What follows belongs to an exercise in optimizing a design on an open flow for small area and a short achievable clock period; a production flow would make more cautious choices.
No run shown here included a check of the RTL's function; only the layout flow was run.
Power and IR drop assume default switching activity.

--- design/flow/run.sh ---
#!/bin/bash
# synth_recipe.tcl (not shown) runs the flow's synth.tcl, then flattens the netlist and writes it again
# the make line also repeats each setting of config.mk as NAME=value (left out here)
make -C /OpenROAD-flow-scripts/flow DESIGN_CONFIG=/design/flow/config.mk WORK_HOME=/design/flow/orfs CLKGATE_MAP_FILE= SYNTH_SCRIPT=/design/flow/synth_recipe.tcl finish
--- design/flow/config.mk ---
export PLATFORM = sky130hd
export DESIGN_NAME = processor
export DESIGN_NICKNAME = processor
export VERILOG_FILES = /design/flow/design.v
export SDC_FILE = /design/flow/constraint.sdc
export NUM_CORES = 4
export LEC_CHECK = 0
export CAP_MARGIN = 20
export CORE_MARGIN = 2
export CORE_UTILIZATION = 40
export SLEW_MARGIN = 20
--- design/flow/constraint.sdc ---
create_clock -name core_clock -period 8.5 [get_ports {clk}]
set_input_delay 1.7000 -clock core_clock [delete_from_list [all_inputs] [get_ports {clk}]]
set_output_delay 1.7000 -clock core_clock [all_outputs]
set_load 0.01 [all_outputs]
--- design/flow/design.v ---
`timescale 1ns / 1ps
module decode(instr,opcode,rd_index,rs_index,rt_index,constant,shamt,address);
input [15:0] instr;
output [3:0] opcode;
output [2:0] rd_index,rs_index,rt_index,shamt;
output [5:0] constant;
output [8:0] address;
assign opcode   = instr[15:12];
assign rd_index = instr[11:9];
assign rs_index = instr[8:6];
assign rt_index = instr[5:3];
assign shamt    = instr[2:0];
assign constant = instr[5:0];
assign address  = instr[11:3];
endmodule
`timescale 1ns / 1ps
module control_unit(instr,opcode,rd_index,rs_index,rt_index,shamt,constant,address);
input [15:0] instr;
output  [3:0] opcode;
output  [2:0] rd_index,rs_index,rt_index,shamt;
output [5:0] constant;
output [8:0] address;
decode call(instr,opcode,rd_index,rs_index,rt_index,constant,shamt,address);
endmodule
module mul16(a, b, p);
input [15:0] a, b;
output [31:0] p;
  wire [15:0] pp [0:15];
  genvar gi;
  generate for (gi = 0; gi < 16; gi = gi + 1) begin : g_pp
    assign pp[gi] = b & {16{a[gi]}};
  end endgenerate
  wire t1 = pp[0][13] ^ pp[1][12];
  wire t2 = pp[0][13] & pp[1][12];
  wire t3 = pp[0][14] ^ pp[1][13] ^ pp[2][12];
  wire t4 = (pp[0][14] & pp[1][13]) | (pp[0][14] & pp[2][12]) | (pp[1][13] & pp[2][12]);
  wire t5 = pp[3][11] ^ pp[4][10];
  wire t6 = pp[3][11] & pp[4][10];
  wire t7 = pp[0][15] ^ pp[1][14] ^ pp[2][13];
  wire t8 = (pp[0][15] & pp[1][14]) | (pp[0][15] & pp[2][13]) | (pp[1][14] & pp[2][13]);
  wire t9 = pp[3][12] ^ pp[4][11] ^ pp[5][10];
  wire t10 = (pp[3][12] & pp[4][11]) | (pp[3][12] & pp[5][10]) | (pp[4][11] & pp[5][10]);
  wire t11 = pp[6][9] ^ pp[7][8];
  wire t12 = pp[6][9] & pp[7][8];
  wire t13 = pp[1][15] ^ pp[2][14] ^ pp[3][13];
  wire t14 = (pp[1][15] & pp[2][14]) | (pp[1][15] & pp[3][13]) | (pp[2][14] & pp[3][13]);
  wire t15 = pp[4][12] ^ pp[5][11] ^ pp[6][10];
  wire t16 = (pp[4][12] & pp[5][11]) | (pp[4][12] & pp[6][10]) | (pp[5][11] & pp[6][10]);
  wire t17 = pp[7][9] ^ pp[8][8];
  wire t18 = pp[7][9] & pp[8][8];
  wire t19 = pp[2][15] ^ pp[3][14] ^ pp[4][13];
  wire t20 = (pp[2][15] & pp[3][14]) | (pp[2][15] & pp[4][13]) | (pp[3][14] & pp[4][13]);
  wire t21 = pp[5][12] ^ pp[6][11] ^ pp[7][10];
  wire t22 = (pp[5][12] & pp[6][11]) | (pp[5][12] & pp[7][10]) | (pp[6][11] & pp[7][10]);
  wire t23 = pp[3][15] ^ pp[4][14] ^ pp[5][13];
  wire t24 = (pp[3][15] & pp[4][14]) | (pp[3][15] & pp[5][13]) | (pp[4][14] & pp[5][13]);
  wire t25 = pp[0][9] ^ pp[1][8];
  wire t26 = pp[0][9] & pp[1][8];
  wire t27 = pp[0][10] ^ pp[1][9] ^ pp[2][8];
  wire t28 = (pp[0][10] & pp[1][9]) | (pp[0][10] & pp[2][8]) | (pp[1][9] & pp[2][8]);
  wire t29 = pp[3][7] ^ pp[4][6];
  wire t30 = pp[3][7] & pp[4][6];
  wire t31 = pp[0][11] ^ pp[1][10] ^ pp[2][9];
  wire t32 = (pp[0][11] & pp[1][10]) | (pp[0][11] & pp[2][9]) | (pp[1][10] & pp[2][9]);
  wire t33 = pp[3][8] ^ pp[4][7] ^ pp[5][6];
  wire t34 = (pp[3][8] & pp[4][7]) | (pp[3][8] & pp[5][6]) | (pp[4][7] & pp[5][6]);
  wire t35 = pp[6][5] ^ pp[7][4];
  wire t36 = pp[6][5] & pp[7][4];
  wire t37 = pp[0][12] ^ pp[1][11] ^ pp[2][10];
  wire t38 = (pp[0][12] & pp[1][11]) | (pp[0][12] & pp[2][10]) | (pp[1][11] & pp[2][10]);
  wire t39 = pp[3][9] ^ pp[4][8] ^ pp[5][7];
  wire t40 = (pp[3][9] & pp[4][8]) | (pp[3][9] & pp[5][7]) | (pp[4][8] & pp[5][7]);
  wire t41 = pp[6][6] ^ pp[7][5] ^ pp[8][4];
  wire t42 = (pp[6][6] & pp[7][5]) | (pp[6][6] & pp[8][4]) | (pp[7][5] & pp[8][4]);
  wire t43 = pp[9][3] ^ pp[10][2];
  wire t44 = pp[9][3] & pp[10][2];
  wire t45 = t1 ^ pp[2][11] ^ pp[3][10];
  wire t46 = (t1 & pp[2][11]) | (t1 & pp[3][10]) | (pp[2][11] & pp[3][10]);
  wire t47 = pp[4][9] ^ pp[5][8] ^ pp[6][7];
  wire t48 = (pp[4][9] & pp[5][8]) | (pp[4][9] & pp[6][7]) | (pp[5][8] & pp[6][7]);
  wire t49 = pp[7][6] ^ pp[8][5] ^ pp[9][4];
  wire t50 = (pp[7][6] & pp[8][5]) | (pp[7][6] & pp[9][4]) | (pp[8][5] & pp[9][4]);
  wire t51 = pp[10][3] ^ pp[11][2] ^ pp[12][1];
  wire t52 = (pp[10][3] & pp[11][2]) | (pp[10][3] & pp[12][1]) | (pp[11][2] & pp[12][1]);
  wire t53 = t2 ^ t3 ^ t5;
  wire t54 = (t2 & t3) | (t2 & t5) | (t3 & t5);
  wire t55 = pp[5][9] ^ pp[6][8] ^ pp[7][7];
  wire t56 = (pp[5][9] & pp[6][8]) | (pp[5][9] & pp[7][7]) | (pp[6][8] & pp[7][7]);
  wire t57 = pp[8][6] ^ pp[9][5] ^ pp[10][4];
  wire t58 = (pp[8][6] & pp[9][5]) | (pp[8][6] & pp[10][4]) | (pp[9][5] & pp[10][4]);
  wire t59 = pp[11][3] ^ pp[12][2] ^ pp[13][1];
  wire t60 = (pp[11][3] & pp[12][2]) | (pp[11][3] & pp[13][1]) | (pp[12][2] & pp[13][1]);
  wire t61 = t4 ^ t6 ^ t7;
  wire t62 = (t4 & t6) | (t4 & t7) | (t6 & t7);
  wire t63 = t9 ^ t11 ^ pp[8][7];
  wire t64 = (t9 & t11) | (t9 & pp[8][7]) | (t11 & pp[8][7]);
  wire t65 = pp[9][6] ^ pp[10][5] ^ pp[11][4];
  wire t66 = (pp[9][6] & pp[10][5]) | (pp[9][6] & pp[11][4]) | (pp[10][5] & pp[11][4]);
  wire t67 = pp[12][3] ^ pp[13][2] ^ pp[14][1];
  wire t68 = (pp[12][3] & pp[13][2]) | (pp[12][3] & pp[14][1]) | (pp[13][2] & pp[14][1]);
  wire t69 = t8 ^ t10 ^ t12;
  wire t70 = (t8 & t10) | (t8 & t12) | (t10 & t12);
  wire t71 = t13 ^ t15 ^ t17;
  wire t72 = (t13 & t15) | (t13 & t17) | (t15 & t17);
  wire t73 = pp[9][7] ^ pp[10][6] ^ pp[11][5];
  wire t74 = (pp[9][7] & pp[10][6]) | (pp[9][7] & pp[11][5]) | (pp[10][6] & pp[11][5]);
  wire t75 = pp[12][4] ^ pp[13][3] ^ pp[14][2];
  wire t76 = (pp[12][4] & pp[13][3]) | (pp[12][4] & pp[14][2]) | (pp[13][3] & pp[14][2]);
  wire t77 = t14 ^ t16 ^ t18;
  wire t78 = (t14 & t16) | (t14 & t18) | (t16 & t18);
  wire t79 = t19 ^ t21 ^ pp[8][9];
  wire t80 = (t19 & t21) | (t19 & pp[8][9]) | (t21 & pp[8][9]);
  wire t81 = pp[9][8] ^ pp[10][7] ^ pp[11][6];
  wire t82 = (pp[9][8] & pp[10][7]) | (pp[9][8] & pp[11][6]) | (pp[10][7] & pp[11][6]);
  wire t83 = pp[12][5] ^ pp[13][4] ^ pp[14][3];
  wire t84 = (pp[12][5] & pp[13][4]) | (pp[12][5] & pp[14][3]) | (pp[13][4] & pp[14][3]);
  wire t85 = t20 ^ t22 ^ t23;
  wire t86 = (t20 & t22) | (t20 & t23) | (t22 & t23);
  wire t87 = pp[6][12] ^ pp[7][11] ^ pp[8][10];
  wire t88 = (pp[6][12] & pp[7][11]) | (pp[6][12] & pp[8][10]) | (pp[7][11] & pp[8][10]);
  wire t89 = pp[9][9] ^ pp[10][8] ^ pp[11][7];
  wire t90 = (pp[9][9] & pp[10][8]) | (pp[9][9] & pp[11][7]) | (pp[10][8] & pp[11][7]);
  wire t91 = pp[12][6] ^ pp[13][5] ^ pp[14][4];
  wire t92 = (pp[12][6] & pp[13][5]) | (pp[12][6] & pp[14][4]) | (pp[13][5] & pp[14][4]);
  wire t93 = t24 ^ pp[4][15] ^ pp[5][14];
  wire t94 = (t24 & pp[4][15]) | (t24 & pp[5][14]) | (pp[4][15] & pp[5][14]);
  wire t95 = pp[6][13] ^ pp[7][12] ^ pp[8][11];
  wire t96 = (pp[6][13] & pp[7][12]) | (pp[6][13] & pp[8][11]) | (pp[7][12] & pp[8][11]);
  wire t97 = pp[9][10] ^ pp[10][9] ^ pp[11][8];
  wire t98 = (pp[9][10] & pp[10][9]) | (pp[9][10] & pp[11][8]) | (pp[10][9] & pp[11][8]);
  wire t99 = pp[12][7] ^ pp[13][6] ^ pp[14][5];
  wire t100 = (pp[12][7] & pp[13][6]) | (pp[12][7] & pp[14][5]) | (pp[13][6] & pp[14][5]);
  wire t101 = pp[5][15] ^ pp[6][14] ^ pp[7][13];
  wire t102 = (pp[5][15] & pp[6][14]) | (pp[5][15] & pp[7][13]) | (pp[6][14] & pp[7][13]);
  wire t103 = pp[8][12] ^ pp[9][11] ^ pp[10][10];
  wire t104 = (pp[8][12] & pp[9][11]) | (pp[8][12] & pp[10][10]) | (pp[9][11] & pp[10][10]);
  wire t105 = pp[11][9] ^ pp[12][8] ^ pp[13][7];
  wire t106 = (pp[11][9] & pp[12][8]) | (pp[11][9] & pp[13][7]) | (pp[12][8] & pp[13][7]);
  wire t107 = pp[6][15] ^ pp[7][14] ^ pp[8][13];
  wire t108 = (pp[6][15] & pp[7][14]) | (pp[6][15] & pp[8][13]) | (pp[7][14] & pp[8][13]);
  wire t109 = pp[9][12] ^ pp[10][11] ^ pp[11][10];
  wire t110 = (pp[9][12] & pp[10][11]) | (pp[9][12] & pp[11][10]) | (pp[10][11] & pp[11][10]);
  wire t111 = pp[7][15] ^ pp[8][14] ^ pp[9][13];
  wire t112 = (pp[7][15] & pp[8][14]) | (pp[7][15] & pp[9][13]) | (pp[8][14] & pp[9][13]);
  wire t113 = pp[0][6] ^ pp[1][5];
  wire t114 = pp[0][6] & pp[1][5];
  wire t115 = pp[0][7] ^ pp[1][6] ^ pp[2][5];
  wire t116 = (pp[0][7] & pp[1][6]) | (pp[0][7] & pp[2][5]) | (pp[1][6] & pp[2][5]);
  wire t117 = pp[3][4] ^ pp[4][3];
  wire t118 = pp[3][4] & pp[4][3];
  wire t119 = pp[0][8] ^ pp[1][7] ^ pp[2][6];
  wire t120 = (pp[0][8] & pp[1][7]) | (pp[0][8] & pp[2][6]) | (pp[1][7] & pp[2][6]);
  wire t121 = pp[3][5] ^ pp[4][4] ^ pp[5][3];
  wire t122 = (pp[3][5] & pp[4][4]) | (pp[3][5] & pp[5][3]) | (pp[4][4] & pp[5][3]);
  wire t123 = pp[6][2] ^ pp[7][1];
  wire t124 = pp[6][2] & pp[7][1];
  wire t125 = t25 ^ pp[2][7] ^ pp[3][6];
  wire t126 = (t25 & pp[2][7]) | (t25 & pp[3][6]) | (pp[2][7] & pp[3][6]);
  wire t127 = pp[4][5] ^ pp[5][4] ^ pp[6][3];
  wire t128 = (pp[4][5] & pp[5][4]) | (pp[4][5] & pp[6][3]) | (pp[5][4] & pp[6][3]);
  wire t129 = pp[7][2] ^ pp[8][1] ^ pp[9][0];
  wire t130 = (pp[7][2] & pp[8][1]) | (pp[7][2] & pp[9][0]) | (pp[8][1] & pp[9][0]);
  wire t131 = t26 ^ t27 ^ t29;
  wire t132 = (t26 & t27) | (t26 & t29) | (t27 & t29);
  wire t133 = pp[5][5] ^ pp[6][4] ^ pp[7][3];
  wire t134 = (pp[5][5] & pp[6][4]) | (pp[5][5] & pp[7][3]) | (pp[6][4] & pp[7][3]);
  wire t135 = pp[8][2] ^ pp[9][1] ^ pp[10][0];
  wire t136 = (pp[8][2] & pp[9][1]) | (pp[8][2] & pp[10][0]) | (pp[9][1] & pp[10][0]);
  wire t137 = t28 ^ t30 ^ t31;
  wire t138 = (t28 & t30) | (t28 & t31) | (t30 & t31);
  wire t139 = t33 ^ t35 ^ pp[8][3];
  wire t140 = (t33 & t35) | (t33 & pp[8][3]) | (t35 & pp[8][3]);
  wire t141 = pp[9][2] ^ pp[10][1] ^ pp[11][0];
  wire t142 = (pp[9][2] & pp[10][1]) | (pp[9][2] & pp[11][0]) | (pp[10][1] & pp[11][0]);
  wire t143 = t32 ^ t34 ^ t36;
  wire t144 = (t32 & t34) | (t32 & t36) | (t34 & t36);
  wire t145 = t37 ^ t39 ^ t41;
  wire t146 = (t37 & t39) | (t37 & t41) | (t39 & t41);
  wire t147 = t43 ^ pp[11][1] ^ pp[12][0];
  wire t148 = (t43 & pp[11][1]) | (t43 & pp[12][0]) | (pp[11][1] & pp[12][0]);
  wire t149 = t38 ^ t40 ^ t42;
  wire t150 = (t38 & t40) | (t38 & t42) | (t40 & t42);
  wire t151 = t44 ^ t45 ^ t47;
  wire t152 = (t44 & t45) | (t44 & t47) | (t45 & t47);
  wire t153 = t49 ^ t51 ^ pp[13][0];
  wire t154 = (t49 & t51) | (t49 & pp[13][0]) | (t51 & pp[13][0]);
  wire t155 = t46 ^ t48 ^ t50;
  wire t156 = (t46 & t48) | (t46 & t50) | (t48 & t50);
  wire t157 = t52 ^ t53 ^ t55;
  wire t158 = (t52 & t53) | (t52 & t55) | (t53 & t55);
  wire t159 = t57 ^ t59 ^ pp[14][0];
  wire t160 = (t57 & t59) | (t57 & pp[14][0]) | (t59 & pp[14][0]);
  wire t161 = t54 ^ t56 ^ t58;
  wire t162 = (t54 & t56) | (t54 & t58) | (t56 & t58);
  wire t163 = t60 ^ t61 ^ t63;
  wire t164 = (t60 & t61) | (t60 & t63) | (t61 & t63);
  wire t165 = t65 ^ t67 ^ pp[15][0];
  wire t166 = (t65 & t67) | (t65 & pp[15][0]) | (t67 & pp[15][0]);
  wire t167 = t62 ^ t64 ^ t66;
  wire t168 = (t62 & t64) | (t62 & t66) | (t64 & t66);
  wire t169 = t68 ^ t69 ^ t71;
  wire t170 = (t68 & t69) | (t68 & t71) | (t69 & t71);
  wire t171 = t73 ^ t75 ^ pp[15][1];
  wire t172 = (t73 & t75) | (t73 & pp[15][1]) | (t75 & pp[15][1]);
  wire t173 = t70 ^ t72 ^ t74;
  wire t174 = (t70 & t72) | (t70 & t74) | (t72 & t74);
  wire t175 = t76 ^ t77 ^ t79;
  wire t176 = (t76 & t77) | (t76 & t79) | (t77 & t79);
  wire t177 = t81 ^ t83 ^ pp[15][2];
  wire t178 = (t81 & t83) | (t81 & pp[15][2]) | (t83 & pp[15][2]);
  wire t179 = t78 ^ t80 ^ t82;
  wire t180 = (t78 & t80) | (t78 & t82) | (t80 & t82);
  wire t181 = t84 ^ t85 ^ t87;
  wire t182 = (t84 & t85) | (t84 & t87) | (t85 & t87);
  wire t183 = t89 ^ t91 ^ pp[15][3];
  wire t184 = (t89 & t91) | (t89 & pp[15][3]) | (t91 & pp[15][3]);
  wire t185 = t86 ^ t88 ^ t90;
  wire t186 = (t86 & t88) | (t86 & t90) | (t88 & t90);
  wire t187 = t92 ^ t93 ^ t95;
  wire t188 = (t92 & t93) | (t92 & t95) | (t93 & t95);
  wire t189 = t97 ^ t99 ^ pp[15][4];
  wire t190 = (t97 & t99) | (t97 & pp[15][4]) | (t99 & pp[15][4]);
  wire t191 = t94 ^ t96 ^ t98;
  wire t192 = (t94 & t96) | (t94 & t98) | (t96 & t98);
  wire t193 = t100 ^ t101 ^ t103;
  wire t194 = (t100 & t101) | (t100 & t103) | (t101 & t103);
  wire t195 = t105 ^ pp[14][6] ^ pp[15][5];
  wire t196 = (t105 & pp[14][6]) | (t105 & pp[15][5]) | (pp[14][6] & pp[15][5]);
  wire t197 = t102 ^ t104 ^ t106;
  wire t198 = (t102 & t104) | (t102 & t106) | (t104 & t106);
  wire t199 = t107 ^ t109 ^ pp[12][9];
  wire t200 = (t107 & t109) | (t107 & pp[12][9]) | (t109 & pp[12][9]);
  wire t201 = pp[13][8] ^ pp[14][7] ^ pp[15][6];
  wire t202 = (pp[13][8] & pp[14][7]) | (pp[13][8] & pp[15][6]) | (pp[14][7] & pp[15][6]);
  wire t203 = t108 ^ t110 ^ t111;
  wire t204 = (t108 & t110) | (t108 & t111) | (t110 & t111);
  wire t205 = pp[10][12] ^ pp[11][11] ^ pp[12][10];
  wire t206 = (pp[10][12] & pp[11][11]) | (pp[10][12] & pp[12][10]) | (pp[11][11] & pp[12][10]);
  wire t207 = pp[13][9] ^ pp[14][8] ^ pp[15][7];
  wire t208 = (pp[13][9] & pp[14][8]) | (pp[13][9] & pp[15][7]) | (pp[14][8] & pp[15][7]);
  wire t209 = t112 ^ pp[8][15] ^ pp[9][14];
  wire t210 = (t112 & pp[8][15]) | (t112 & pp[9][14]) | (pp[8][15] & pp[9][14]);
  wire t211 = pp[10][13] ^ pp[11][12] ^ pp[12][11];
  wire t212 = (pp[10][13] & pp[11][12]) | (pp[10][13] & pp[12][11]) | (pp[11][12] & pp[12][11]);
  wire t213 = pp[13][10] ^ pp[14][9] ^ pp[15][8];
  wire t214 = (pp[13][10] & pp[14][9]) | (pp[13][10] & pp[15][8]) | (pp[14][9] & pp[15][8]);
  wire t215 = pp[9][15] ^ pp[10][14] ^ pp[11][13];
  wire t216 = (pp[9][15] & pp[10][14]) | (pp[9][15] & pp[11][13]) | (pp[10][14] & pp[11][13]);
  wire t217 = pp[12][12] ^ pp[13][11] ^ pp[14][10];
  wire t218 = (pp[12][12] & pp[13][11]) | (pp[12][12] & pp[14][10]) | (pp[13][11] & pp[14][10]);
  wire t219 = pp[10][15] ^ pp[11][14] ^ pp[12][13];
  wire t220 = (pp[10][15] & pp[11][14]) | (pp[10][15] & pp[12][13]) | (pp[11][14] & pp[12][13]);
  wire t221 = pp[0][4] ^ pp[1][3];
  wire t222 = pp[0][4] & pp[1][3];
  wire t223 = pp[0][5] ^ pp[1][4] ^ pp[2][3];
  wire t224 = (pp[0][5] & pp[1][4]) | (pp[0][5] & pp[2][3]) | (pp[1][4] & pp[2][3]);
  wire t225 = pp[3][2] ^ pp[4][1];
  wire t226 = pp[3][2] & pp[4][1];
  wire t227 = t113 ^ pp[2][4] ^ pp[3][3];
  wire t228 = (t113 & pp[2][4]) | (t113 & pp[3][3]) | (pp[2][4] & pp[3][3]);
  wire t229 = pp[4][2] ^ pp[5][1] ^ pp[6][0];
  wire t230 = (pp[4][2] & pp[5][1]) | (pp[4][2] & pp[6][0]) | (pp[5][1] & pp[6][0]);
  wire t231 = t114 ^ t115 ^ t117;
  wire t232 = (t114 & t115) | (t114 & t117) | (t115 & t117);
  wire t233 = pp[5][2] ^ pp[6][1] ^ pp[7][0];
  wire t234 = (pp[5][2] & pp[6][1]) | (pp[5][2] & pp[7][0]) | (pp[6][1] & pp[7][0]);
  wire t235 = t116 ^ t118 ^ t119;
  wire t236 = (t116 & t118) | (t116 & t119) | (t118 & t119);
  wire t237 = t121 ^ t123 ^ pp[8][0];
  wire t238 = (t121 & t123) | (t121 & pp[8][0]) | (t123 & pp[8][0]);
  wire t239 = t120 ^ t122 ^ t124;
  wire t240 = (t120 & t122) | (t120 & t124) | (t122 & t124);
  wire t241 = t125 ^ t127 ^ t129;
  wire t242 = (t125 & t127) | (t125 & t129) | (t127 & t129);
  wire t243 = t126 ^ t128 ^ t130;
  wire t244 = (t126 & t128) | (t126 & t130) | (t128 & t130);
  wire t245 = t131 ^ t133 ^ t135;
  wire t246 = (t131 & t133) | (t131 & t135) | (t133 & t135);
  wire t247 = t132 ^ t134 ^ t136;
  wire t248 = (t132 & t134) | (t132 & t136) | (t134 & t136);
  wire t249 = t137 ^ t139 ^ t141;
  wire t250 = (t137 & t139) | (t137 & t141) | (t139 & t141);
  wire t251 = t138 ^ t140 ^ t142;
  wire t252 = (t138 & t140) | (t138 & t142) | (t140 & t142);
  wire t253 = t143 ^ t145 ^ t147;
  wire t254 = (t143 & t145) | (t143 & t147) | (t145 & t147);
  wire t255 = t144 ^ t146 ^ t148;
  wire t256 = (t144 & t146) | (t144 & t148) | (t146 & t148);
  wire t257 = t149 ^ t151 ^ t153;
  wire t258 = (t149 & t151) | (t149 & t153) | (t151 & t153);
  wire t259 = t150 ^ t152 ^ t154;
  wire t260 = (t150 & t152) | (t150 & t154) | (t152 & t154);
  wire t261 = t155 ^ t157 ^ t159;
  wire t262 = (t155 & t157) | (t155 & t159) | (t157 & t159);
  wire t263 = t156 ^ t158 ^ t160;
  wire t264 = (t156 & t158) | (t156 & t160) | (t158 & t160);
  wire t265 = t161 ^ t163 ^ t165;
  wire t266 = (t161 & t163) | (t161 & t165) | (t163 & t165);
  wire t267 = t162 ^ t164 ^ t166;
  wire t268 = (t162 & t164) | (t162 & t166) | (t164 & t166);
  wire t269 = t167 ^ t169 ^ t171;
  wire t270 = (t167 & t169) | (t167 & t171) | (t169 & t171);
  wire t271 = t168 ^ t170 ^ t172;
  wire t272 = (t168 & t170) | (t168 & t172) | (t170 & t172);
  wire t273 = t173 ^ t175 ^ t177;
  wire t274 = (t173 & t175) | (t173 & t177) | (t175 & t177);
  wire t275 = t174 ^ t176 ^ t178;
  wire t276 = (t174 & t176) | (t174 & t178) | (t176 & t178);
  wire t277 = t179 ^ t181 ^ t183;
  wire t278 = (t179 & t181) | (t179 & t183) | (t181 & t183);
  wire t279 = t180 ^ t182 ^ t184;
  wire t280 = (t180 & t182) | (t180 & t184) | (t182 & t184);
  wire t281 = t185 ^ t187 ^ t189;
  wire t282 = (t185 & t187) | (t185 & t189) | (t187 & t189);
  wire t283 = t186 ^ t188 ^ t190;
  wire t284 = (t186 & t188) | (t186 & t190) | (t188 & t190);
  wire t285 = t191 ^ t193 ^ t195;
  wire t286 = (t191 & t193) | (t191 & t195) | (t193 & t195);
  wire t287 = t192 ^ t194 ^ t196;
  wire t288 = (t192 & t194) | (t192 & t196) | (t194 & t196);
  wire t289 = t197 ^ t199 ^ t201;
  wire t290 = (t197 & t199) | (t197 & t201) | (t199 & t201);
  wire t291 = t198 ^ t200 ^ t202;
  wire t292 = (t198 & t200) | (t198 & t202) | (t200 & t202);
  wire t293 = t203 ^ t205 ^ t207;
  wire t294 = (t203 & t205) | (t203 & t207) | (t205 & t207);
  wire t295 = t204 ^ t206 ^ t208;
  wire t296 = (t204 & t206) | (t204 & t208) | (t206 & t208);
  wire t297 = t209 ^ t211 ^ t213;
  wire t298 = (t209 & t211) | (t209 & t213) | (t211 & t213);
  wire t299 = t210 ^ t212 ^ t214;
  wire t300 = (t210 & t212) | (t210 & t214) | (t212 & t214);
  wire t301 = t215 ^ t217 ^ pp[15][9];
  wire t302 = (t215 & t217) | (t215 & pp[15][9]) | (t217 & pp[15][9]);
  wire t303 = t216 ^ t218 ^ t219;
  wire t304 = (t216 & t218) | (t216 & t219) | (t218 & t219);
  wire t305 = pp[13][12] ^ pp[14][11] ^ pp[15][10];
  wire t306 = (pp[13][12] & pp[14][11]) | (pp[13][12] & pp[15][10]) | (pp[14][11] & pp[15][10]);
  wire t307 = t220 ^ pp[11][15] ^ pp[12][14];
  wire t308 = (t220 & pp[11][15]) | (t220 & pp[12][14]) | (pp[11][15] & pp[12][14]);
  wire t309 = pp[13][13] ^ pp[14][12] ^ pp[15][11];
  wire t310 = (pp[13][13] & pp[14][12]) | (pp[13][13] & pp[15][11]) | (pp[14][12] & pp[15][11]);
  wire t311 = pp[12][15] ^ pp[13][14] ^ pp[14][13];
  wire t312 = (pp[12][15] & pp[13][14]) | (pp[12][15] & pp[14][13]) | (pp[13][14] & pp[14][13]);
  wire t313 = pp[0][3] ^ pp[1][2];
  wire t314 = pp[0][3] & pp[1][2];
  wire t315 = t221 ^ pp[2][2] ^ pp[3][1];
  wire t316 = (t221 & pp[2][2]) | (t221 & pp[3][1]) | (pp[2][2] & pp[3][1]);
  wire t317 = t222 ^ t223 ^ t225;
  wire t318 = (t222 & t223) | (t222 & t225) | (t223 & t225);
  wire t319 = t224 ^ t226 ^ t227;
  wire t320 = (t224 & t226) | (t224 & t227) | (t226 & t227);
  wire t321 = t228 ^ t230 ^ t231;
  wire t322 = (t228 & t230) | (t228 & t231) | (t230 & t231);
  wire t323 = t232 ^ t234 ^ t235;
  wire t324 = (t232 & t234) | (t232 & t235) | (t234 & t235);
  wire t325 = t236 ^ t238 ^ t239;
  wire t326 = (t236 & t238) | (t236 & t239) | (t238 & t239);
  wire t327 = t240 ^ t242 ^ t243;
  wire t328 = (t240 & t242) | (t240 & t243) | (t242 & t243);
  wire t329 = t244 ^ t246 ^ t247;
  wire t330 = (t244 & t246) | (t244 & t247) | (t246 & t247);
  wire t331 = t248 ^ t250 ^ t251;
  wire t332 = (t248 & t250) | (t248 & t251) | (t250 & t251);
  wire t333 = t252 ^ t254 ^ t255;
  wire t334 = (t252 & t254) | (t252 & t255) | (t254 & t255);
  wire t335 = t256 ^ t258 ^ t259;
  wire t336 = (t256 & t258) | (t256 & t259) | (t258 & t259);
  wire t337 = t260 ^ t262 ^ t263;
  wire t338 = (t260 & t262) | (t260 & t263) | (t262 & t263);
  wire t339 = t264 ^ t266 ^ t267;
  wire t340 = (t264 & t266) | (t264 & t267) | (t266 & t267);
  wire t341 = t268 ^ t270 ^ t271;
  wire t342 = (t268 & t270) | (t268 & t271) | (t270 & t271);
  wire t343 = t272 ^ t274 ^ t275;
  wire t344 = (t272 & t274) | (t272 & t275) | (t274 & t275);
  wire t345 = t276 ^ t278 ^ t279;
  wire t346 = (t276 & t278) | (t276 & t279) | (t278 & t279);
  wire t347 = t280 ^ t282 ^ t283;
  wire t348 = (t280 & t282) | (t280 & t283) | (t282 & t283);
  wire t349 = t284 ^ t286 ^ t287;
  wire t350 = (t284 & t286) | (t284 & t287) | (t286 & t287);
  wire t351 = t288 ^ t290 ^ t291;
  wire t352 = (t288 & t290) | (t288 & t291) | (t290 & t291);
  wire t353 = t292 ^ t294 ^ t295;
  wire t354 = (t292 & t294) | (t292 & t295) | (t294 & t295);
  wire t355 = t296 ^ t298 ^ t299;
  wire t356 = (t296 & t298) | (t296 & t299) | (t298 & t299);
  wire t357 = t300 ^ t302 ^ t303;
  wire t358 = (t300 & t302) | (t300 & t303) | (t302 & t303);
  wire t359 = t304 ^ t306 ^ t307;
  wire t360 = (t304 & t306) | (t304 & t307) | (t306 & t307);
  wire t361 = t308 ^ t310 ^ t311;
  wire t362 = (t308 & t310) | (t308 & t311) | (t310 & t311);
  wire t363 = t312 ^ pp[13][15] ^ pp[14][14];
  wire t364 = (t312 & pp[13][15]) | (t312 & pp[14][14]) | (pp[13][15] & pp[14][14]);
  wire t365 = pp[0][2] ^ pp[1][1];
  wire t366 = pp[0][2] & pp[1][1];
  wire t367 = t313 ^ pp[2][1] ^ pp[3][0];
  wire t368 = (t313 & pp[2][1]) | (t313 & pp[3][0]) | (pp[2][1] & pp[3][0]);
  wire t369 = t314 ^ t315 ^ pp[4][0];
  wire t370 = (t314 & t315) | (t314 & pp[4][0]) | (t315 & pp[4][0]);
  wire t371 = t316 ^ t317 ^ pp[5][0];
  wire t372 = (t316 & t317) | (t316 & pp[5][0]) | (t317 & pp[5][0]);
  wire t373 = t318 ^ t319 ^ t229;
  wire t374 = (t318 & t319) | (t318 & t229) | (t319 & t229);
  wire t375 = t320 ^ t321 ^ t233;
  wire t376 = (t320 & t321) | (t320 & t233) | (t321 & t233);
  wire t377 = t322 ^ t323 ^ t237;
  wire t378 = (t322 & t323) | (t322 & t237) | (t323 & t237);
  wire t379 = t324 ^ t325 ^ t241;
  wire t380 = (t324 & t325) | (t324 & t241) | (t325 & t241);
  wire t381 = t326 ^ t327 ^ t245;
  wire t382 = (t326 & t327) | (t326 & t245) | (t327 & t245);
  wire t383 = t328 ^ t329 ^ t249;
  wire t384 = (t328 & t329) | (t328 & t249) | (t329 & t249);
  wire t385 = t330 ^ t331 ^ t253;
  wire t386 = (t330 & t331) | (t330 & t253) | (t331 & t253);
  wire t387 = t332 ^ t333 ^ t257;
  wire t388 = (t332 & t333) | (t332 & t257) | (t333 & t257);
  wire t389 = t334 ^ t335 ^ t261;
  wire t390 = (t334 & t335) | (t334 & t261) | (t335 & t261);
  wire t391 = t336 ^ t337 ^ t265;
  wire t392 = (t336 & t337) | (t336 & t265) | (t337 & t265);
  wire t393 = t338 ^ t339 ^ t269;
  wire t394 = (t338 & t339) | (t338 & t269) | (t339 & t269);
  wire t395 = t340 ^ t341 ^ t273;
  wire t396 = (t340 & t341) | (t340 & t273) | (t341 & t273);
  wire t397 = t342 ^ t343 ^ t277;
  wire t398 = (t342 & t343) | (t342 & t277) | (t343 & t277);
  wire t399 = t344 ^ t345 ^ t281;
  wire t400 = (t344 & t345) | (t344 & t281) | (t345 & t281);
  wire t401 = t346 ^ t347 ^ t285;
  wire t402 = (t346 & t347) | (t346 & t285) | (t347 & t285);
  wire t403 = t348 ^ t349 ^ t289;
  wire t404 = (t348 & t349) | (t348 & t289) | (t349 & t289);
  wire t405 = t350 ^ t351 ^ t293;
  wire t406 = (t350 & t351) | (t350 & t293) | (t351 & t293);
  wire t407 = t352 ^ t353 ^ t297;
  wire t408 = (t352 & t353) | (t352 & t297) | (t353 & t297);
  wire t409 = t354 ^ t355 ^ t301;
  wire t410 = (t354 & t355) | (t354 & t301) | (t355 & t301);
  wire t411 = t356 ^ t357 ^ t305;
  wire t412 = (t356 & t357) | (t356 & t305) | (t357 & t305);
  wire t413 = t358 ^ t359 ^ t309;
  wire t414 = (t358 & t359) | (t358 & t309) | (t359 & t309);
  wire t415 = t360 ^ t361 ^ pp[15][12];
  wire t416 = (t360 & t361) | (t360 & pp[15][12]) | (t361 & pp[15][12]);
  wire t417 = t362 ^ t363 ^ pp[15][13];
  wire t418 = (t362 & t363) | (t362 & pp[15][13]) | (t363 & pp[15][13]);
  wire t419 = t364 ^ pp[14][15] ^ pp[15][14];
  wire t420 = (t364 & pp[14][15]) | (t364 & pp[15][14]) | (pp[14][15] & pp[15][14]);
  wire [31:0] ra = {1'b0, t420, t418, t416, t414, t412, t410, t408, t406, t404, t402, t400, t398, t396, t394, t392, t390, t388, t386, t384, t382, t380, t378, t376, t374, t372, t370, t368, t366, t365, pp[0][1], pp[0][0]};
  wire [31:0] rb = {1'b0, pp[15][15], t419, t417, t415, t413, t411, t409, t407, t405, t403, t401, t399, t397, t395, t393, t391, t389, t387, t385, t383, t381, t379, t377, t375, t373, t371, t369, t367, pp[2][0], pp[1][0], 1'b0};
  assign p = ra + rb;
endmodule
`timescale 1ns / 1ps
`timescale 1ns / 1ps
module processor(clk,reset,instr,PC,opcode,rd_index,rs_index,rt_index,shamt,constant,address,rd_value,rs_value,rt_value,low_out,high_out,SR);
input clk,reset;
input [15:0] instr;
output [7:0] PC;
output [3:0] opcode;
output [2:0] rd_index, rs_index, rt_index, shamt;
output [5:0] constant;
output [8:0] address;
output [15:0] rd_value,rs_value,rt_value,low_out,high_out,SR;
control_unit cal1(instr,opcode,rd_index,rs_index,rt_index,shamt,constant,address);
wire [3:0] op = opcode;
reg [7:0] pc;
reg [15:0] R [0:7];
reg [15:0] RAM [0:7];
reg [15:0] hi, lo;
reg [3:0] flags_q;
wire op_r    = ~op[3];                  
wire op_rs   = ~(op[3] & op[2]);        
wire is_sw   = (op == 4'd11);
wire is_lw   = (op == 4'd10);
wire is_mul  = (op == 4'd3);
wire wr_en   = ~(is_mul | (op[3] & (op[2] | (op[1] & op[0]))));
wire [15:0] rs_v = op_rs ? R[rs_index] : 16'd0;
wire [2:0]  t_idx = is_sw ? rd_index : rt_index;
wire [15:0] t_raw = R[t_idx];
wire [15:0] rt_v = op_r ? t_raw : 16'd0;
assign rs_value = rs_v;
assign rt_value = rt_v;
wire use_c = op[3] & ~op[0] | is_sw;    
wire [15:0] addb = rt_v | (use_c ? {10'd0, constant} : 16'd0);
wire [15:0] sum = rs_v + addb;
wire [6:0] lo_sum = {1'b0, rs_v[5:0]} + {1'b0, constant};
wire ma_ok = (lo_sum[5:3] == 3'd0) & (lo_sum[6] ? (&rs_v[15:6]) : ~(|rs_v[15:6]));
wire [2:0] ma = sum[2:0];
wire [15:0] ram_rd = RAM[ma];
reg [15:0] rdv;
always @(*) begin
	case (op)
	4'd0, 4'd8: rdv = sum;
	4'd1: rdv = rs_v << shamt;
	4'd2: rdv = rs_v >> shamt;
	4'd4: rdv = lo;
	4'd5: rdv = hi;
	4'd6: rdv = rs_v | rt_v;
	4'd7: rdv = rs_v & rt_v;
	4'd9: rdv = {10'd0, constant};
	4'd10: rdv = ma_ok ? ram_rd : 16'd0;
	default: rdv = 16'd0;
	endcase
end
assign rd_value = rdv;
wire [31:0] prod;
mul16 mul(rs_v, rt_v, prod);
wire eq = (rs_v == rt_v);
wire lt = (rs_v < rt_v);
wire sgn_eq = (rs_v[15] == rt_v[15]);
wire [3:0] flags = {eq, ~eq & lt, ~eq & ~lt & ~sgn_eq, ~eq & ~lt & sgn_eq};
assign SR = {12'd0, flags_q};
assign low_out = lo;
assign high_out = hi;
assign PC = pc;
integer k;
always @(posedge clk, posedge reset) begin
	if (reset) begin
		pc <= 8'd0;
		hi <= 16'd0;
		lo <= 16'd0;
		flags_q <= 4'd0;
		for (k = 0; k < 8; k = k + 1) R[k] <= 7 - k;
		RAM[0] <= 16'd1;
		RAM[1] <= 16'd5;
		RAM[2] <= 16'd0;
		RAM[3] <= 16'd0;
		RAM[4] <= 16'd3;
		RAM[5] <= 16'd1;
		RAM[6] <= 16'd1;
		RAM[7] <= 16'd1;
	end else begin
		if (pc > 8'd14) pc <= 8'd0;
		else if (op[3] & op[2] & ~(op[1] & op[0])) pc <= pc + address[7:0];
		else pc <= pc + 8'd1;
		if (is_mul) begin
			hi <= prod[31:16];
			lo <= prod[15:0];
		end
		flags_q <= flags;
		if (wr_en) R[rd_index] <= rdv;
		if (is_sw & ma_ok) RAM[ma] <= t_raw;
	end
end
endmodule
==> impl_metrics.ini, run 1 <==
[sta]
timing.fmax_ghz = 0.1190
fin_crit_sh_pct = 98.83
slew-limit-headroom_pct = 33.47
skew_ns = 0.03436
finalCriticalPeriod_ns = 8.401
setup_repair_after_global_routing_missed_its_margin = true
post-route-worst-setup-slack_ns = 0.09916
max_slew.worst_pin.slew_ns = 0.9980
pins_over_their_slew_limit = 0
setup_tns_ns = 0
count_of_final_setup_violators = 0
finalHoldViolCount = 0

[drt]
drc_errors = 0
wl_per_cell_microns = 23.49
routed_wirelength_microns = 102200
detail_route.first_pass.iterations = 8
detail_route.vias_per_cell = 5.710
route.antenna.remaining_nets = 0
drt_iter0_drc = 2564
via_count = 24844

[clock_tree]
cts_made_buffers = 36
cts.sink_count = 300
clock_tree_buffer_depth = 3
clk-insertion-delay-late_ns = 0.59
cts_root_buf = clkbuf_16
clock_tree_from_tritoncts = done
clock_pin_slew_on_the_worst_setup_and_hold_paths_ns = 0.06
cts_max_level = 2

[placed_design]
dp_cells = 4219
place_worst_setup_slack_ns = -0.8374
routabilityCongestion = 1.020
detailedPlacementHpwl_microns = 78670
port_bufs = 140

[grt]
grt_util_all_layers_pct = 30.41
antenna_found_initial = 0
grt-ovfl-total = 0
grt_start_max_net_pins = 167
grt_pass1_wl_microns = 154700
first_global_vias = 25105

[worst_setup_path]
cp.required_ns = 6.80
critical_path.max_fanout = 7
worst_ep_arrival_time_ns = 6.70
cp_num_buf_inv = 14
cp_slowest_stage_delay_ns = 0.53
crit_path_top_delay_cell = clkdlybuf4s50_1
endpoint_kind = output pin
timing.critical_path.mode_cell = buf_4
critical_path.startpoint_type = input port
criticalPathCategory = input port to output pin
cpLargestDelayFamily = buffers and inverters

[floorplanning]
die_h_microns = 259.4
core_area_sq_um = 64460
die_w_microns = 259.4
die-area_sq_um = 67280
floorplan.initialDensity_pct = 40.47
io-pin-count = 153
fp-row-count = 93

[outcome]
status = finished clean

[finish]
finish.net_count = 3796
layout-area-overhead-vs-synth_pct = 30.06
layout.core_utilization_pct = 52.63
fin_cells = 4351
drive_above_1_share_pct = 26.58

[power_and_ir_drop]
swShare_pct = 40.22
internal_power_mw = 4.111
power_density_nw_per_um2 = 202.7
ir_worst_vdd_v = 0.0001338
leakagePower_nw = 15.16
clock_power_share_pct = 23.4
power_mw = 6.877
net-switching-power_mw = 2.765
share_comb_of_total_power_pct = 48.7
pwr-share-seq_pct = 27.8

[synth]
synthAdderAreaFrac_pct = 20.52
number_of_enable_flip_flop_cells_after_synthesis = 0
post_synth_xor_area_fraction_pct = 1.544
syn-mean-instance-area_sq_um = 8.751
postSynthCellCount = 2981
synth_top_family_by_area = adder cells
ys_ff_latch = 300
synthArstFlopShare_pct = 100.0
synth_simple_gate_area_share_pct = 15.23
synth_mux_area_share_pct = 8.931
synth-compound-area-share_pct = 16.32
yosys_warning_total = 4
syn_area_sq_um = 26090
synthFlopType = dfrtp_1
yosysUniqueCellTypes = 87
synth-seq-area-share_pct = 28.87

[run]
max_cap_violations = 0

[hold_path]
worst_hold_path_type = register to register
==> tightest hold or removal path: cells and delay by family (launching register included) <==
family | cells | cell delay (ns)
flops | 1 | 0.37
simple gates | 1 | 0.04
compound gates | 1 | 0.05
==> placed cells by master, fill, tap and decap left out, types with 23 or more instances in the layout <==
master             n
mux2_2           100
buf_4            482
clkbuf_16         36
o21ai_1           92
a211oi_1          25
nand3_1           36
a21oi_1          137
mux4_2            23
nand2_1          486
nor2_2            26
inv_1            285
xnor2_1           27
mux2i_1           60
o22ai_1           34
clkdlybuf4s50_1  118
o21ai_0          133
nor2_1           214
fa_1             186
nor3_1            29
dfrtp_1          280
ha_1             103
==> Yosys cell counts, drive strengths merged (64+ instances only) <==
cell	count	area [sq um]
mux2	104	1171
fa	198	3964
buf	100	623.1
nand2	489	1836
o21ai	238	1214
nor2	254	970.9
mux2i	64	640.6
a21oi	151	774.5
ha	111	1389
clkbuf	123	461.7
inv	295	1107
dfrtp	280	7007
==> power by group through the flow <==
stage | Clock [mW] | Combinational, mW | Sequential, mW
after detailed placement | 0 | 3.11 | 1.93
after global routing | 1.70 | 3.60 | 1.94
after global placement | 0 | 3.06 | 1.93
final | 1.61 | 3.35 | 1.91
after CTS | 1.64 | 3.26 | 1.91
after floorplan | 0 | 1.65 | 1.84
==> through the flow <==
step	cell area, sq um	hold slack [ns]
6_report	33930	0.4640
5_1_grt	33930	0.4801
4_1_cts	33590	0.4650
3_5_place_dp	31600	0.4562
3_3_place_gp	31580	0.4522
2_1_floorplan	26580	0.4425
==> layer usage <==
layer | part of all wire, % | GRT usage [%] | vias to the layer above
li1 | - | - | 11022
met1 | 42 | 41.42 | 12469
met2 | 47 | 49.13 | 1100
met3 | 7.2 | 4.101 | 253
met4 | 4.3 | 11.93 | 0
met5 | 0 | 0 | -
==> sequential cells by signal (all words and copies together) (netlist names) <==
register and cells:
RAM 128, R 128, hi 16, lo 16, pc 8, flags_q 4
==> area by class of cell <==
| class | instances | area (sq um) |
|---|---|---|
| clock buffer | 49 | 1020 |
| tap | 855 | 1070 |
| fill | 5960 | 30540 |
| antenna | 1 | 2.502 |
| timing repair buffer | 662 | 5665 |
| inverter | 306 | 1167 |
| sequential | 300 | 7532 |
| multi-input combinational | 2163 | 17260 |
| clock inverter | 15 | 211.5 |
==> final timing paths <==
path | from | end | slack [ns] | cells after the start
max | instr[14] | rd_value[1] | 0.1 | 29
min | RAM[7][0] | RAM[7][0] | 0.46 | 2
max reg2reg | R[2][2] | hi[14] | 1.73 | 27
min reg2reg | RAM[7][0] | RAM[7][0] | 0.46 | 2
max in group asynchronous | reset | hi[6] | 5.75 | 3
min in group asynchronous | reset | R[4][3] | 1.47 | 2
==> timing repair <==
action / in CTS / in global routing
hold buffers: 0 / 0
setup endpoints to repair: 27 / 24
cloned: 3 / 0
resized for setup: 85 / 69
buffers inserted: 51 / 14
pin swaps: 60 / 49
endpoints found under the hold margin: 0 / 0
==> cell families (layout without fill, tap and decap cells) <==
family,count (synthesis),count (layout)
and+or+nand+nor,933,933
AOI/OAI and AO/OA,672,672
buffers and inverters,529,1032
adders and majority gates,309,309
DFF,300,300
muxes,191,191
xor gates and xnor gates,46,46
other,1,13
==> run 2: changes to the inputs <==
--- a/design/flow/config.mk
+++ b/design/flow/config.mk
@@ -9,3 +9,4 @@
 export CORE_MARGIN = 2
 export CORE_UTILIZATION = 40
+export SETUP_SLACK_MARGIN = 2
 export SLEW_MARGIN = 20
==> impl_metrics.ini, run 2 <==
[outcome]
status = finished clean

[floorplanning]
die-area_sq_um = 67280
die_w_microns = 259.4
floorplan.initialDensity_pct = 40.47
core_area_sq_um = 64460
die_h_microns = 259.4
fp-row-count = 93
io-pin-count = 153

[power_and_ir_drop]
clock_power_share_pct = 22.4
ir_worst_vdd_v = 0.0001534
power_density_nw_per_um2 = 203.1
swShare_pct = 40.50
internal_power_mw = 4.274
power_mw = 7.184
pwr-share-seq_pct = 26.9
net-switching-power_mw = 2.909
share_comb_of_total_power_pct = 50.7
leakagePower_nw = 15.56

[worst_setup_path]
crit_path_top_delay_cell = fa_1
worst_ep_arrival_time_ns = 8.66
timing.critical_path.mode_cell = fa_1
endpoint_kind = register
critical_path.max_fanout = 8
critical_path.startpoint_type = input port
cp_slowest_stage_delay_ns = 0.55
cp.required_ns = 8.92
criticalPathCategory = input port to register

[placed_design]
place_worst_setup_slack_ns = -0.9667
detailedPlacementHpwl_microns = 81060
routabilityCongestion = 0.9799
port_bufs = 140
dpl_cell_area_sq_um = 31820
dp_cells = 4197

[finish]
top_regs = RAM x128, R x128
multi_input_comb_area_sq_um = 18130
final_area_sq_um = 35380
drive_above_1_share_pct = 31.39
finish.net_count = 3819
layout_commonest_cell = nand2_1
seq_area_sq_um = 7532
filler_cell_count = 5862
most-common-layout-cells = nand2_1, buf_4, dfrtp_1, inv_1, nor2_1
fin_cells = 4377
layout-area-overhead-vs-synth_pct = 35.62
layout.core_utilization_pct = 54.88

[synth]
synth-seq-area-share_pct = 28.87
netlist_top_cells_count = nand2_1, inv_1, dfrtp_1, nor2_1, fa_1
ys_top_cells_by_area = dfrtp_1, fa_1, nand2_1
synthArstFlopShare_pct = 100.0
syn-mean-instance-area_sq_um = 8.751
number_of_enable_flip_flop_cells_after_synthesis = 0
post-synth-top-area-cell = dfrtp_1
most_common_cell_in_the_netlist = nand2_1
postSynthCellCount = 2981
yosysUniqueCellTypes = 87
synthFlopType = dfrtp_1
ys_ff_latch = 300
syn_area_sq_um = 26090
yosys_warning_total = 4
post-synth-top-area-fraction_pct = 26.86

[clock_tree]
clk-insertion-delay-late_ns = 0.58
cts_max_level = 2
clock_tree_from_tritoncts = done
cts_made_buffers = 37
cts_root_buf = clkbuf_16
clock_pin_slew_on_the_worst_setup_and_hold_paths_ns = 0.05
clock_tree_buffer_depth = 3
cts.sink_count = 300

[drt]
drc_errors = 0
drt_iter0_drc = 2209
routed_wirelength_microns = 106300
detail_route.first_pass.iterations = 6
route.antenna.remaining_nets = 0
via_count = 24884
wl_per_cell_microns = 24.29
detail_route.vias_per_cell = 5.685

[hold_path]
worst_hold_path_type = register to register

[grt]
grt-ovfl-total = 0
first_global_vias = 25409
grt_pass1_wl_microns = 159300
antenna_found_initial = 2
grt_start_max_net_pins = 160
grt_util_all_layers_pct = 31.48

[sta]
post-route-worst-setup-slack_ns = 0.2613
setup_repair_after_global_routing_missed_its_margin = true
timing.fmax_ghz = 0.1214
slew-limit-headroom_pct = 31.76
finalHoldViolCount = 0
finalCriticalPeriod_ns = 8.239
skew_ns = 0.03441
hold_slack_ns = 0.4630
pins_over_their_slew_limit = 0
setup_tns_ns = 0
fin_crit_sh_pct = 96.93
max_slew.worst_pin.slew_ns = 1.016
count_of_final_setup_violators = 0

[run]
max_cap_violations = 0
## run 2: cell counts after synthesis
Identical to the previous run, type by type.
## run 2: critical path: cells and delay by family
| family | cells | cell delay (ns) |
|---|---|---|
| AOI/OAI and AO/OA | 8 | 1.69 |
| xor gates and xnor gates | 1 | 0.15 |
| adders and majority gates | 7 | 3.02 |
| buffers and inverters | 8 | 0.96 |
| muxes | 1 | 0.19 |
| and+or+nand+nor | 6 | 0.92 |
## run 2: final cells by class
| type | instances | area share (%) |
|---|---|---|
| Tap cell | 855 | 3.024 |
| Sequential cell | 300 | 21.29 |
| Clock buffer | 54 | 3.141 |
| Multi-Input combinational cell | 2163 | 51.26 |
| Inverter | 306 | 3.381 |
| Antenna cell | 2 | 0.01415 |
| Clock inverter | 13 | 0.3360 |
| Timing Repair Buffer | 684 | 17.56 |
## run 2: kinds of logic (layout without fill, tap and decap cells)
group	Yosys count	count (layout)	synth area share, %
fa+ha+maj	309	309	20.52
buf+inv	529	1057	8.562
simple gates	933	933	15.23
mux	191	191	8.931
flops	300	300	28.87
other cells	1	14	0.01438
compound gates	672	672	16.32
xor+xnor	46	46	1.544
## run 2: metal layers
metal	GRT usage, %	wire, microns
met5	0	0
met4	10.30	3583
met3	4.657	7551
met2	49.20	48270
met1	44.81	46910
## run 2: timing repair
item,in CTS,in global routing
pin swaps,93,98
hold buffers,0,0
endpoints found under the setup margin,164,61
buffers inserted,61,48
resized for setup,247,182
hold endpoints to repair,0,0
gates cloned,0,2
## run 2: final timing paths
path	endpoint	from	cells after the start	slack, ns
min	RAM[4][1]	RAM[4][1]	2	0.46
max reg2reg	hi[11]	R[7][0]	22	1.72
max	hi[11]	instr[14]	31	0.26
min reg2reg	RAM[4][1]	RAM[4][1]	2	0.46
min in group asynchronous	RAM[6][6]	reset	2	1.54
max in group asynchronous	hi[9]	reset	4	4.97
## run 2: power by group through the flow
| stage | sequential [mW] | clock [mW] | combinational (mW) |
|---|---|---|---|
| 4_1_cts | 1.92 | 1.64 | 3.41 |
| 2_1_floorplan | 1.85 | 0 | 1.77 |
| 6_report | 1.93 | 1.61 | 3.64 |
| 3_5_place_dp | 1.94 | 0 | 3.18 |
| 3_3_place_gp | 1.94 | 0 | 3.14 |
| 5_1_grt | 1.95 | 1.69 | 3.90 |
==> run 3: changes to the inputs <==
--- a/design/flow/config.mk
+++ b/design/flow/config.mk
@@ -6,4 +6,5 @@
 export NUM_CORES = 4
 export LEC_CHECK = 0
+export ABC_CLOCK_PERIOD_IN_PS = 4000
 export CAP_MARGIN = 20
 export CORE_MARGIN = 2
==> impl_metrics.ini, run 3 <==
[floorplanning]
core_area_sq_um = 64460
floorplan.initialDensity_pct = 40.47
die_w_microns = 259.4
fp-row-count = 93
die-area_sq_um = 67280
die_h_microns = 259.4
io-pin-count = 153

[clock_tree]
post_cts_hold_buffer_count = 0
cts_root_buf = clkbuf_16
cts.sink_count = 300
cts_made_buffers = 37
clock_tree_buffer_depth = 3
cts_max_level = 2
clock_tree_from_tritoncts = done
clk-insertion-delay-late_ns = 0.58
clock_pin_slew_on_the_worst_setup_and_hold_paths_ns = 0.05

[drt]
drt_iter0_drc = 2209
drc_errors = 0
route.antenna.remaining_nets = 0
detail_route.vias_per_cell = 5.685
wl_per_cell_microns = 24.29
via_count = 24884
detail_route.first_pass.iterations = 6
routed_wirelength_microns = 106300

[sta]
skew_ns = 0.03441
setup_repair_after_global_routing_missed_its_margin = true
finalCriticalPeriod_ns = 8.239
slew-limit-headroom_pct = 31.76
max_slew.worst_pin.slew_ns = 1.016
post-route-worst-setup-slack_ns = 0.2613
pins_over_their_slew_limit = 0
fin_crit_sh_pct = 96.93
setup_tns_ns = 0
timing.fmax_ghz = 0.1214
finalHoldViolCount = 0
hold_slack_ns = 0.4630
count_of_final_setup_violators = 0

[synth]
yosysUniqueCellTypes = 87
yosys_warning_total = 4
synthFlopType = dfrtp_1
post-synth-top-area-fraction_pct = 26.86
post-synth-top-area-cell = dfrtp_1
syn-mean-instance-area_sq_um = 8.751
syn_area_sq_um = 26090
number_of_enable_flip_flop_cells_after_synthesis = 0
synthArstFlopShare_pct = 100.0
synth-seq-area-share_pct = 28.87
ys_top_cells_by_area = dfrtp_1, fa_1, nand2_1
postSynthCellCount = 2981
netlist_top_cells_count = nand2_1, inv_1, dfrtp_1, nor2_1, fa_1
most_common_cell_in_the_netlist = nand2_1
ys_ff_latch = 300

[finish]
layout.core_utilization_pct = 54.88
finish.net_count = 3819
most-common-layout-cells = nand2_1, buf_4, dfrtp_1, inv_1, nor2_1
layout_commonest_cell = nand2_1
top_regs = RAM x128, R x128
fin_cells = 4377
layout-area-overhead-vs-synth_pct = 35.62
drive_above_1_share_pct = 31.39
final_area_sq_um = 35380

[worst_setup_path]
r2r_setup_slack_ns = 1.72
critical_path.max_fanout = 8
endpoint_kind = register
crit_path_top_delay_cell = fa_1
worst_ep_arrival_time_ns = 8.66
reg2reg_depth = 22
critical_path.reg2reg.endpoint = hi[11]
reg2reg_from = R[7][0]
criticalPathCategory = input port to register
critical_path.startpoint_type = input port
timing.critical_path.mode_cell = fa_1
cp_slowest_stage_delay_ns = 0.55
cp.required_ns = 8.92

[placed_design]
dpl_cell_area_sq_um = 31820
routabilityCongestion = 0.9799
dp_cells = 4197
port_bufs = 140
detailedPlacementHpwl_microns = 81060
place_worst_setup_slack_ns = -0.9667

[power_and_ir_drop]
ir_worst_vdd_v = 0.0001534
leakagePower_nw = 15.56
power_mw = 7.184
power_density_nw_per_um2 = 203.1

[grt]
first_global_vias = 25409
grt_util_all_layers_pct = 31.48
grt-ovfl-total = 0
grt_start_max_net_pins = 160
grt_pass1_wl_microns = 159300
antenna_found_initial = 2

[run]
max_cap_violations = 0

[hold_path]
worst_hold_path_type = register to register
hold-path-cell-count = 2
holdCritStartpoint = RAM[4][1]
worstHoldEndpoint = RAM[4][1]

[outcome]
status = finished clean
## run 3: cell counts in the layout (fill, tap and decap cells not counted)
No cell type changed its count.
## run 3: final cells by class
type | count | area (sq um)
fillers | 5862 | 29090
multi-input cells | 2163 | 18130
flip-flops and latches | 300 | 7532
repair buffers | 684 | 6211
inverters | 306 | 1196
clock buffers | 54 | 1111
well taps | 855 | 1070
clock inverters | 13 | 118.9
diodes | 2 | 5.005
## run 3: worst max path at each step
stage | start | to | slack, ns
after global placement | instr[14] | rd_value[15] | -0.95
after CTS | instr[12] | rd_value[15] | 0.33
after global routing | instr[14] | hi[9] | 0.04
final | instr[14] | hi[11] | 0.26
after detailed placement | instr[14] | rd_value[15] | -0.97
after floorplan | instr[14] | hi[11] | -0.06
## run 3: cell families after synthesis
| family | after synthesis | synth area share, % |
|---|---|---|
| compound gates | 672 | 16.32 |
| other cells | 1 | 0.01438 |
| mux | 191 | 8.931 |
| flops | 300 | 28.87 |
| xor+xnor | 46 | 1.544 |
| simple gates | 933 | 15.23 |
| fa+ha+maj | 309 | 20.52 |
| buf+inv | 529 | 8.562 |
## run 3: per-layer routing
layer  track usage, %  share of wire, %  vias to the layer above
met4            10.30               3.4                        0
met3            4.657               7.1                      196
met2            49.20                45                     1007
met1            44.81                44                    12622
li1                 -                 -                    11059
met5                0                 0                        -
## run 3: critical path, delay by kind of cell
family / cells / cell delay [ns]
compound gates: 8 / 1.69
buf+inv: 8 / 0.96
mux: 1 / 0.19
simple gates: 6 / 0.92
xor+xnor: 1 / 0.15
fa+ha+maj: 7 / 3.02
## run 3: what timing repair did
action,in CTS,in global routing
setup buffers,61,48
gates cloned,0,2
endpoints found under the setup margin,164,61
pin swaps,93,98
gates resized for setup,247,182
## run 3: where the power goes
| group | internal [mW] | switching, mW |
|---|---|---|
| registers | 1.66 | 0.272 |
| clock network | 0.942 | 0.669 |
| logic | 1.68 | 1.97 |

## what the ideal ports hide
The results above use ideal ports. As a check the final layouts listed here were re-extracted and re-timed, cells and wires unchanged.
Step 1: set_driving_cell puts a clkbuf_16 on clk and a buf_2 on each other input, an assumption about the parent block.
Step 2, shift: input delay + t, output delay - t, t = (earliest + latest rising clock arrival at the registers) / 2. This alone moves slack from input paths to output paths.
Slacks: ideal ports / drivers / drivers and shift; pairs: ideal ports / drivers.
run	t (ns)	setup WS [ns]	worst setup path after step 2	latest minus earliest clock arrival (ns)	pins driven straight from the clock port
run 1	0.634	0.099 / 0.081 / -0.389	input to register	0.035 / 0.034	1
run 2	0.621	0.261 / 0.281 / -0.339	input to register	0.034 / 0.035	1
run 3	0.621	0.261 / 0.281 / -0.339	input to register	0.034 / 0.035	1
Met with ideal ports but missed after step 2: setup timing in every run listed.
